Source: an optimization exercise on an open RTL-to-GDS flow (aim: small area). Production flows keep margins and buffers that such runs may drop.
The RTL was checked by simulation tests, not by an equivalence proof against the original design.
Power is estimated from default activity; no workload was simulated.

Setup of violet:
Design KF6845, start of the top module:
module KF6845 (
    input   logic           clock,
    input   logic           video_clock_enable,
    input   logic           reset,
    input   logic           CS_N,
    input   logic           RS,
    input   logic           ENABLE,
    input   logic           R_OR_W,
    input   logic   [7:0]   D_IN,
    output  logic   [7:0]   D_OUT,
    input   logic           LPSTB,
    output  logic           CURSOR,
    output  logic           HSYNC,
    output  logic           VSYNC,
    output  logic   [4:0]   RA,
    output  logic   [13:0]  MA,
    output  logic           DE
);
clock: 5.0 ns
lec_check: 0
abc_area: 1
cap_margin: 20
core_margin: 2
core_utilization: 60
place_density: 0.7
slew_margin: 20
standard.sh (not shown) runs the stock make flow with config.mk's settings and CLKGATE_MAP_FILE= SYNTH_SCRIPT=/design/flow/synth_recipe.tcl, a recipe that flattens the netlist after the stock synthesis.
==> flow/flow/run.sh <==
#!/bin/bash
# Own layout flow: the standard flow (standard.sh's make command and
# settings), with
#  - synthesis mapping the logic with an area-oriented abc script
#    (flow/abc_area.script, through flow/mysynth.tcl),
#  - the port buffers made of the smallest buffer cell,
#  - clock tree synthesis without dummy loads.
# Each step's full output is in orfs/logs/...; make's output is in make.log.
set -euo pipefail
HERE=$(pwd)
export MY_ABC_SCRIPT=$HERE/flow/abc_area.script
export BUFFER_PORTS_ARGS="-buffer_cell sky130_fd_sc_hd__buf_1"
export CTS_ARGS="-sink_clustering_enable -repair_clock_nets -sink_clustering_size 20 -sink_clustering_max_diameter 45 -buf_list sky130_fd_sc_hd__clkbuf_8 -dont_use_dummy_load"
sed "s#SYNTH_SCRIPT=[^ ]*#SYNTH_SCRIPT=$HERE/flow/mysynth.tcl#" standard.sh > my_standard.sh
grep -q "SYNTH_SCRIPT=$HERE/flow/mysynth.tcl" my_standard.sh
bash my_standard.sh finish > make.log 2>&1
test -f out/final.def
==> flow/flow/abc_area.script <==
strash
dc2
dch -f
amap
strash
dc2
dch -f
amap
topo
==> flow/flow/mysynth.tcl <==
# The standard synthesis (synth_recipe.tcl), with one change: abc maps the
# combinational logic with the script in MY_ABC_SCRIPT instead of ORFS's.
# Flip-flop mapping, register names, flattening and renaming are unchanged.
proc synth {args} { yosys synth -nofsm -noshare {*}$args }
proc abc {args} {
  set i [lsearch -exact $args -script]
  if { $i >= 0 } { set args [lreplace $args $i [expr {$i+1}] -script $::env(MY_ABC_SCRIPT)] }
  set j [lsearch -exact $args -D]
  if { $j >= 0 } { set args [lreplace $args $j [expr {$j+1}]] }
  yosys abc {*}$args
}
source $::env(SCRIPTS_DIR)/synth.tcl
# left out here: clear keep_hierarchy, flatten, clean up, hide names made inside functions, write 1_2_yosys.v
Input-level comparison between zinc and violet:
# violet
export LEC_CHECK = 0
export ABC_AREA = 1
export CAP_MARGIN = 20
export CORE_MARGIN = 2
export CORE_UTILIZATION = 60
export PLACE_DENSITY = 0.7
export SLEW_MARGIN = 20
create_clock -name core_clock -period 5.0 [get_ports {clock}]
# zinc
export LEC_CHECK = 0
export ABC_AREA = 1
export CAP_MARGIN = 20
export CORE_MARGIN = 2
export CORE_UTILIZATION = 70
export PLACE_DENSITY = 0.85
export SLEW_MARGIN = 20
create_clock -name core_clock -period 5.0 [get_ports {clock}]
-- flow/flow/run.sh --
<<< violet, line 12
export BUFFER_PORTS_ARGS="-buffer_cell sky130_fd_sc_hd__buf_1"
export CTS_ARGS="-sink_clustering_enable -repair_clock_nets -sink_clustering_size 20 -sink_clustering_max_diameter 45 -buf_list sky130_fd_sc_hd__clkbuf_8 -dont_use_dummy_load"
sed "s#SYNTH_SCRIPT=[^ ]*#SYNTH_SCRIPT=$HERE/flow/mysynth.tcl#" standard.sh > my_standard.sh
>>> zinc, line 12
export BUFFER_PORTS_ARGS="-buffer_cell sky130_fd_sc_hd__buf_1"
export CTS_ARGS="-sink_clustering_enable -repair_clock_nets -sink_clustering_size 20 -sink_clustering_max_diameter 60 -buf_list sky130_fd_sc_hd__clkbuf_8 -dont_use_dummy_load"
sed "s#SYNTH_SCRIPT=[^ ]*#SYNTH_SCRIPT=$HERE/flow/mysynth.tcl#" standard.sh > my_standard.sh
--- outcome ---
Xor/xnor cell area share of the yosys netlist came out exactly the same in violet and zinc.
Number of global-route vias before repair on zinc is up relative to violet.
From violet to zinc the numbers moved as follows: met2 demand-to-capacity share in global routing climbed 6.4 points; number of antenna violations at the first check in global routing neither gained nor lost much.
### zinc -> maple
# zinc
export LEC_CHECK = 0
export ABC_AREA = 1
export CAP_MARGIN = 20
export CORE_MARGIN = 2
export CORE_UTILIZATION = 70
export PLACE_DENSITY = 0.85
export SLEW_MARGIN = 20
create_clock -name core_clock -period 5.0 [get_ports {clock}]
# maple
export LEC_CHECK = 0
export ABC_AREA = 1
export CAP_MARGIN = 20
export CORE_MARGIN = 2
export CORE_UTILIZATION = 60
export PLACE_DENSITY = 0.7
export SLEW_MARGIN = 20
create_clock -name core_clock -period 5.0 [get_ports {clock}]
-- flow/flow/run.sh --
<<< zinc, line 12
export BUFFER_PORTS_ARGS="-buffer_cell sky130_fd_sc_hd__buf_1"
export CTS_ARGS="-sink_clustering_enable -repair_clock_nets -sink_clustering_size 20 -sink_clustering_max_diameter 60 -buf_list sky130_fd_sc_hd__clkbuf_8 -dont_use_dummy_load"
sed "s#SYNTH_SCRIPT=[^ ]*#SYNTH_SCRIPT=$HERE/flow/mysynth.tcl#" standard.sh > my_standard.sh
>>> maple, line 12
export BUFFER_PORTS_ARGS="-buffer_cell sky130_fd_sc_hd__buf_1"
export CTS_ARGS="-sink_clustering_enable -repair_clock_nets -sink_clustering_size 18 -sink_clustering_max_diameter 55 -buf_list sky130_fd_sc_hd__clkbuf_8 -dont_use_dummy_load"
sed "s#SYNTH_SCRIPT=[^ ]*#SYNTH_SCRIPT=$HERE/flow/mysynth.tcl#" standard.sh > my_standard.sh
maple vs zinc: design area up slightly
Between maple and zinc, the buffering overhead figures differ only marginally.
maple vs. zinc: clock power went up by 5.4%, share of the core filled with cells went down by 9.6 points, leakage power increased about 0.5%.
The worst-path cell with the longest stage delay comes out sky130_fd_sc_hd__a2111oi_1 in one run and sky130_fd_sc_hd__a2111oi_2 in the other, namely in maple and zinc respectively.
[inputs] juniper vs maple
-- flow/flow/run.sh --
<<< maple, line 12
export BUFFER_PORTS_ARGS="-buffer_cell sky130_fd_sc_hd__buf_1"
export CTS_ARGS="-sink_clustering_enable -repair_clock_nets -sink_clustering_size 18 -sink_clustering_max_diameter 55 -buf_list sky130_fd_sc_hd__clkbuf_8 -dont_use_dummy_load"
sed "s#SYNTH_SCRIPT=[^ ]*#SYNTH_SCRIPT=$HERE/flow/mysynth.tcl#" standard.sh > my_standard.sh
>>> juniper, line 12
export BUFFER_PORTS_ARGS="-buffer_cell sky130_fd_sc_hd__buf_1"
export CTS_ARGS="-sink_clustering_enable -repair_clock_nets -sink_clustering_size 16 -sink_clustering_max_diameter 50 -buf_list sky130_fd_sc_hd__clkbuf_8 -dont_use_dummy_load"
sed "s#SYNTH_SCRIPT=[^ ]*#SYNTH_SCRIPT=$HERE/flow/mysynth.tcl#" standard.sh > my_standard.sh
[summary]
[compare] base=maple new=juniper: worst hold slack decreased 0.0035 ns; area share of buffers outside the clock network essentially unchanged; share of synthesized cell area in and, or, nand and nor gates essentially unchanged; cell area after layout increased 0.63%. Cmp juniper and maple / post-layout total power / higher: juniper. juniper: final critical delay including setup and external delays 0.0050 ns below maple. juniper against maple; count of nets after finishing is up slightly. ~same number of failing hold endpoints at the final stage in juniper and maple. Diff maple -> juniper | first-pass GRT wire length | increase of 0.85%.


Another version of the RTL of KF6845 (not shown whole).
Size: about 1,100 cells after synthesis, roughly 47 I/O pins, ~10,000 um2 of cells after synthesis.
clock: 5.0 ns
lec_check: 0
abc_area: 1
cap_margin: 20
core_margin: 2
core_utilization: 60
gpl_timing_driven: 0
place_density: 0.7
slew_margin: 20
==> flow/flow/run.sh <==
#!/bin/bash
# Own layout flow: the standard flow (standard.sh's make command and
# settings), with
#  - synthesis mapping the logic with an area-oriented abc script
#    (flow/abc_area.script, through flow/mysynth.tcl),
#  - the port buffers made of the smallest buffer cell,
#  - clock tree synthesis without dummy loads.
# Each step's full output is in orfs/logs/...; make's output is in make.log.
set -euo pipefail
HERE=$(pwd)
export MY_ABC_SCRIPT=$HERE/flow/abc_area.script
export BUFFER_PORTS_ARGS="-buffer_cell sky130_fd_sc_hd__buf_1"
export CTS_ARGS="-sink_clustering_enable -repair_clock_nets -sink_clustering_size 20 -sink_clustering_max_diameter 60 -buf_list sky130_fd_sc_hd__clkbuf_8 -dont_use_dummy_load"
sed "s#SYNTH_SCRIPT=[^ ]*#SYNTH_SCRIPT=$HERE/flow/mysynth.tcl#" standard.sh > my_standard.sh
grep -q "SYNTH_SCRIPT=$HERE/flow/mysynth.tcl" my_standard.sh
bash my_standard.sh finish > make.log 2>&1
test -f out/final.def
==> flow/flow/abc_area.script <==
strash
dch -f
amap
topo
Scripts as last shown in full above: flow/flow/mysynth.tcl
Then changed:
==> flow/run.sh (new file) <==
#!/bin/bash
# synth_recipe.tcl (not shown) runs the flow's synth.tcl, then flattens the netlist and writes it again
# the make line also repeats each setting of config.mk as NAME=value (left out here)
make -C /OpenROAD-flow-scripts/flow DESIGN_CONFIG=/design/flow/config.mk WORK_HOME=/design/flow/orfs CLKGATE_MAP_FILE= SYNTH_SCRIPT=/design/flow/synth_recipe.tcl finish
--- a/flow/config.mk
+++ b/flow/config.mk
@@ -11,3 +11,5 @@
 export CORE_UTILIZATION = 60
-export GPL_TIMING_DRIVEN = 0
+export CTS_BUF_LIST = sky130_fd_sc_hd__clkbuf_8
+export CTS_CLUSTER_DIAMETER = 60
+export CTS_CLUSTER_SIZE = 20
 export PLACE_DENSITY = 0.7
removed: flow/flow/run.sh
removed: flow/flow/abc_area.script
removed: flow/flow/mysynth.tcl
removed: flow/standard.sh
=> The changed run completed without violations. Fmax rises by 22%. Utilization rises by 0.48 points. Sequential power rises by 8.7%. Via count rises by 3.6%. Die area rises by 5.8%.


## run A
KF6845, a different RTL version from the one above (not shown whole).
Size in the first run: about 47 I/O pins, roughly 10000 um2 of cells after synthesis.
## KF6845
module KF6845 (
    input   logic           clock,
    input   logic           video_clock_enable,
    input   logic           reset,
    input   logic           CS_N,
    input   logic           RS,
    input   logic           ENABLE,
    input   logic           R_OR_W,
    input   logic   [7:0]   D_IN,
    output  logic   [7:0]   D_OUT,
    input   logic           LPSTB,
    output  logic           CURSOR,
    output  logic           HSYNC,
    output  logic           VSYNC,
    output  logic   [4:0]   RA,
    output  logic   [13:0]  MA,
    output  logic           DE
);
clock: 5.0 ns
lec_check: 0
abc_area: 1
cap_margin: 20
core_margin: 2
core_utilization: 70
place_density: 0.85
slew_margin: 20
==> flow/flow/run.sh <==
#!/bin/bash
# Own layout flow: the standard flow (standard.sh's make command and
# settings), with
#  - synthesis mapping the logic with an area-oriented abc script
#    (flow/abc_area.script, through flow/mysynth.tcl),
#  - the port buffers made of the smallest buffer cell,
#  - clock tree synthesis without dummy loads.
# Each step's full output is in orfs/logs/...; make's output is in make.log.
set -euo pipefail
HERE=$(pwd)
export MY_ABC_SCRIPT=$HERE/flow/abc_area.script
export BUFFER_PORTS_ARGS="-buffer_cell sky130_fd_sc_hd__buf_1"
export CTS_ARGS="-sink_clustering_enable -repair_clock_nets -sink_clustering_size 16 -sink_clustering_max_diameter 50 -buf_list sky130_fd_sc_hd__clkbuf_8 -dont_use_dummy_load"
sed "s#SYNTH_SCRIPT=[^ ]*#SYNTH_SCRIPT=$HERE/flow/mysynth.tcl#" standard.sh > my_standard.sh
grep -q "SYNTH_SCRIPT=$HERE/flow/mysynth.tcl" my_standard.sh
bash my_standard.sh finish > make.log 2>&1
test -f out/final.def
==> flow/flow/abc_area.script <==
strash
dc2
dch -f
amap
strash
dc2
dch -f
amap
topo
==> flow/flow/mysynth.tcl <==
# The standard synthesis (synth_recipe.tcl), with one change: abc maps the
# combinational logic with the script in MY_ABC_SCRIPT instead of ORFS's.
# Flip-flop mapping, register names, flattening and renaming are unchanged.
proc synth {args} { yosys synth -nofsm -noshare {*}$args }
proc abc {args} {
  set i [lsearch -exact $args -script]
  if { $i >= 0 } { set args [lreplace $args $i [expr {$i+1}] -script $::env(MY_ABC_SCRIPT)] }
  set j [lsearch -exact $args -D]
  if { $j >= 0 } { set args [lreplace $args $j [expr {$j+1}]] }
  yosys abc {*}$args
}
source $::env(SCRIPTS_DIR)/synth.tcl
# left out here: clear keep_hierarchy, flatten, clean up, hide names made inside functions, write 1_2_yosys.v
The final layout from run A, which completed every stage, passed the timing, design-rule and antenna checks at the end of the flow.
Here is what was changed in the inputs of run B compared with run A.
-- flow/flow/run.sh --
<<< run A, line 12
export BUFFER_PORTS_ARGS="-buffer_cell sky130_fd_sc_hd__buf_1"
export CTS_ARGS="-sink_clustering_enable -repair_clock_nets -sink_clustering_size 16 -sink_clustering_max_diameter 50 -buf_list sky130_fd_sc_hd__clkbuf_8 -dont_use_dummy_load"
sed "s#SYNTH_SCRIPT=[^ ]*#SYNTH_SCRIPT=$HERE/flow/mysynth.tcl#" standard.sh > my_standard.sh
>>> run B, line 12
export BUFFER_PORTS_ARGS="-buffer_cell sky130_fd_sc_hd__buf_1"
export CTS_ARGS="-sink_clustering_enable -repair_clock_nets -sink_clustering_size 10 -sink_clustering_max_diameter 40 -buf_list sky130_fd_sc_hd__clkbuf_4 -dont_use_dummy_load"
sed "s#SYNTH_SCRIPT=[^ ]*#SYNTH_SCRIPT=$HERE/flow/mysynth.tcl#" standard.sh > my_standard.sh
Notes after the runs:
- met3 track demand over resource in global routing in run B is 1.0 points higher than in run A
- Run comparison: run B standard cell with the maximum stage delay on the critical path sky130_fd_sc_hd__nor3_1; run A standard cell with the maximum stage delay on the critical path sky130_fd_sc_hd__a211oi_1
- Total power in run B vs run A: down about 2%
- Sort run B and run A by number of antenna violations at the first check in global routing asc -> top: run A
- Run B against run A: number of cell instances on the worst register-to-register path down 1; hold slack down 26 ps.
Modified inputs, run C compared to run B
-- flow/flow/run.sh --
<<< run B, line 12
export BUFFER_PORTS_ARGS="-buffer_cell sky130_fd_sc_hd__buf_1"
export CTS_ARGS="-sink_clustering_enable -repair_clock_nets -sink_clustering_size 10 -sink_clustering_max_diameter 40 -buf_list sky130_fd_sc_hd__clkbuf_4 -dont_use_dummy_load"
sed "s#SYNTH_SCRIPT=[^ ]*#SYNTH_SCRIPT=$HERE/flow/mysynth.tcl#" standard.sh > my_standard.sh
>>> run C, line 12
export BUFFER_PORTS_ARGS="-buffer_cell sky130_fd_sc_hd__buf_1"
export CTS_ARGS="-sink_clustering_enable -repair_clock_nets -sink_clustering_size 18 -sink_clustering_max_diameter 55 -buf_list sky130_fd_sc_hd__clkbuf_8 -dont_use_dummy_load"
sed "s#SYNTH_SCRIPT=[^ ]*#SYNTH_SCRIPT=$HERE/flow/mysynth.tcl#" standard.sh > my_standard.sh
-- flow/config.mk --
<<< run B, line 10
export CORE_MARGIN = 2
export CORE_UTILIZATION = 70
export PLACE_DENSITY = 0.85
export SLEW_MARGIN = 20
>>> run C, line 10
export CORE_MARGIN = 2
export CORE_UTILIZATION = 80
export PLACE_DENSITY = 0.92
export SLEW_MARGIN = 20
Results
On cell area, run B and run C are neck and neck. [run C] total number of placement rows fell 3 relative to run B. Standard cell with the maximum stage delay on the critical path: sky130_fd_sc_hd__nor3_1 -> run B, sky130_fd_sc_hd__nor3b_1 -> run C. The layout-stage area growth over the synthesis result reported for run C is greater than that of run B by 0.19 points. Run C has maximum clock frequency below what run B had.


KF6845, a different RTL version from the one above (not shown whole).
For scale: about 220 flip-flops, roughly 47 I/O pins.
Design KF6845, start of the top module:
module KF6845 (
    input   logic           clock,
    input   logic           video_clock_enable,
    input   logic           reset,
    input   logic           CS_N,
    input   logic           RS,
    input   logic           ENABLE,
    input   logic           R_OR_W,
    input   logic   [7:0]   D_IN,
    output  logic   [7:0]   D_OUT,
    input   logic           LPSTB,
    output  logic           CURSOR,
    output  logic           HSYNC,
    output  logic           VSYNC,
    output  logic   [4:0]   RA,
    output  logic   [13:0]  MA,
    output  logic           DE
);
==> flow/config.mk <==
export PLATFORM = sky130hd
export DESIGN_NAME = KF6845
export DESIGN_NICKNAME = KF6845
export VERILOG_FILES = /design/flow/design.v
export SDC_FILE = /design/flow/constraint.sdc
export NUM_CORES = 4
export LEC_CHECK = 0
export ABC_AREA = 1
export CAP_MARGIN = 20
export CORE_MARGIN = 2
export CORE_UTILIZATION = 75
export PLACE_DENSITY = 0.88
export SLEW_MARGIN = 20
==> flow/constraint.sdc <==
create_clock -name core_clock -period 5.0 [get_ports {clock}]
set_input_delay 1.0000 -clock core_clock [delete_from_list [all_inputs] [get_ports {clock}]]
set_output_delay 1.0000 -clock core_clock [all_outputs]
set_load 0.01 [all_outputs]
==> flow/flow/run.sh <==
#!/bin/bash
# Own layout flow: the standard flow (standard.sh's make command and
# settings), with
#  - synthesis mapping the logic with an area-oriented abc script
#    (flow/abc_area.script, through flow/mysynth.tcl),
#  - the port buffers made of the smallest buffer cell,
#  - clock tree synthesis without dummy loads.
# Each step's full output is in orfs/logs/...; make's output is in make.log.
set -euo pipefail
HERE=$(pwd)
export MY_ABC_SCRIPT=$HERE/flow/abc_area.script
export BUFFER_PORTS_ARGS="-buffer_cell sky130_fd_sc_hd__buf_1"
export CTS_ARGS="-sink_clustering_enable -repair_clock_nets -sink_clustering_size 18 -sink_clustering_max_diameter 55 -buf_list sky130_fd_sc_hd__clkbuf_8 -dont_use_dummy_load"
sed "s#SYNTH_SCRIPT=[^ ]*#SYNTH_SCRIPT=$HERE/flow/mysynth.tcl#" standard.sh > my_standard.sh
grep -q "SYNTH_SCRIPT=$HERE/flow/mysynth.tcl" my_standard.sh
bash my_standard.sh finish > make.log 2>&1
test -f out/final.def
Scripts as last shown in full above: flow/flow/abc_area.script, flow/flow/mysynth.tcl
Then changed:
--- a/flow/config.mk
+++ b/flow/config.mk
@@ -9,5 +9,5 @@
 export CAP_MARGIN = 20
 export CORE_MARGIN = 2
-export CORE_UTILIZATION = 75
-export PLACE_DENSITY = 0.88
+export CORE_UTILIZATION = 70
+export PLACE_DENSITY = 0.85
 export SLEW_MARGIN = 20
- The changed run ran to the end with no violations
- utilization came out lower by 6.6 points
- sequential share of layout area hardly moves
- first-iteration DRC count came out higher by 3.6%
- power came out lower by 0.34%
- setup slack degrades by 0.0038 ns

-- re-timing with driven ports --
No port has a modelled driver above. Below, the same layouts with a new extraction and two added sets of constraints.
Step 1, drivers: a clkbuf_16 drives clock and a buf_2 each remaining input, both assumed.
Step 2 moves the port delays by t, midway between the first and last clock arrival at a register: inputs arrive t later, outputs are due t later. That takes back most of the time a late clock gives input paths.
a / b / c = ideal / step 1 / step 2; a / b = the first two.
run | t (ns) | slack for setup (ns) | worst hold slack (ns) | worst setup path after step 2 | slew at the worst register clock pin (ns)
violet | 0.587 | 0.672 / 0.672 / 0.672 | 0.411 / 0.411 / 0.411 | register to register | 0.10 / 0.10
zinc | 0.532 | 0.676 / 0.676 / 0.676 | 0.446 / 0.446 / 0.446 | register to register | 0.12 / 0.12
maple | 0.550 | 0.634 / 0.634 / 0.634 | 0.425 / 0.425 / 0.425 | register to register | 0.11 / 0.11
juniper | 0.566 | 0.639 / 0.639 / 0.639 | 0.421 / 0.421 / 0.421 | register to register | 0.10 / 0.10
the first run of note 2 | 0.545 | 0.371 / 0.371 / 0.371 | 0.377 / 0.377 / 0.377 | register to register | 0.12 / 0.12
the second run of note 2 | 0.559 | 1.199 / 1.159 / 1.399 | 0.434 / 0.434 / 0.434 | register to register | 0.12 / 0.12
run A | 0.553 | 0.731 / 0.731 / 0.731 | 0.451 / 0.451 / 0.451 | register to register | 0.11 / 0.11
run B | 0.718 | 0.763 / 0.721 / 0.786 | 0.425 / 0.410 / 0.425 | register to register | 0.11 / 0.11
run C | 0.524 | 0.669 / 0.669 / 0.669 | 0.418 / 0.418 / 0.418 | register to register | 0.12 / 0.12
the first run of note 4 | 0.536 | 0.509 / 0.472 / 0.674 | 0.472 / 0.472 / 0.472 | register to register | 0.11 / 0.11
the second run of note 4 | 0.531 | 0.505 / 0.465 / 0.539 | 0.463 / 0.463 / 0.463 | register to register | 0.11 / 0.11
After both steps every run listed still meets setup and hold.
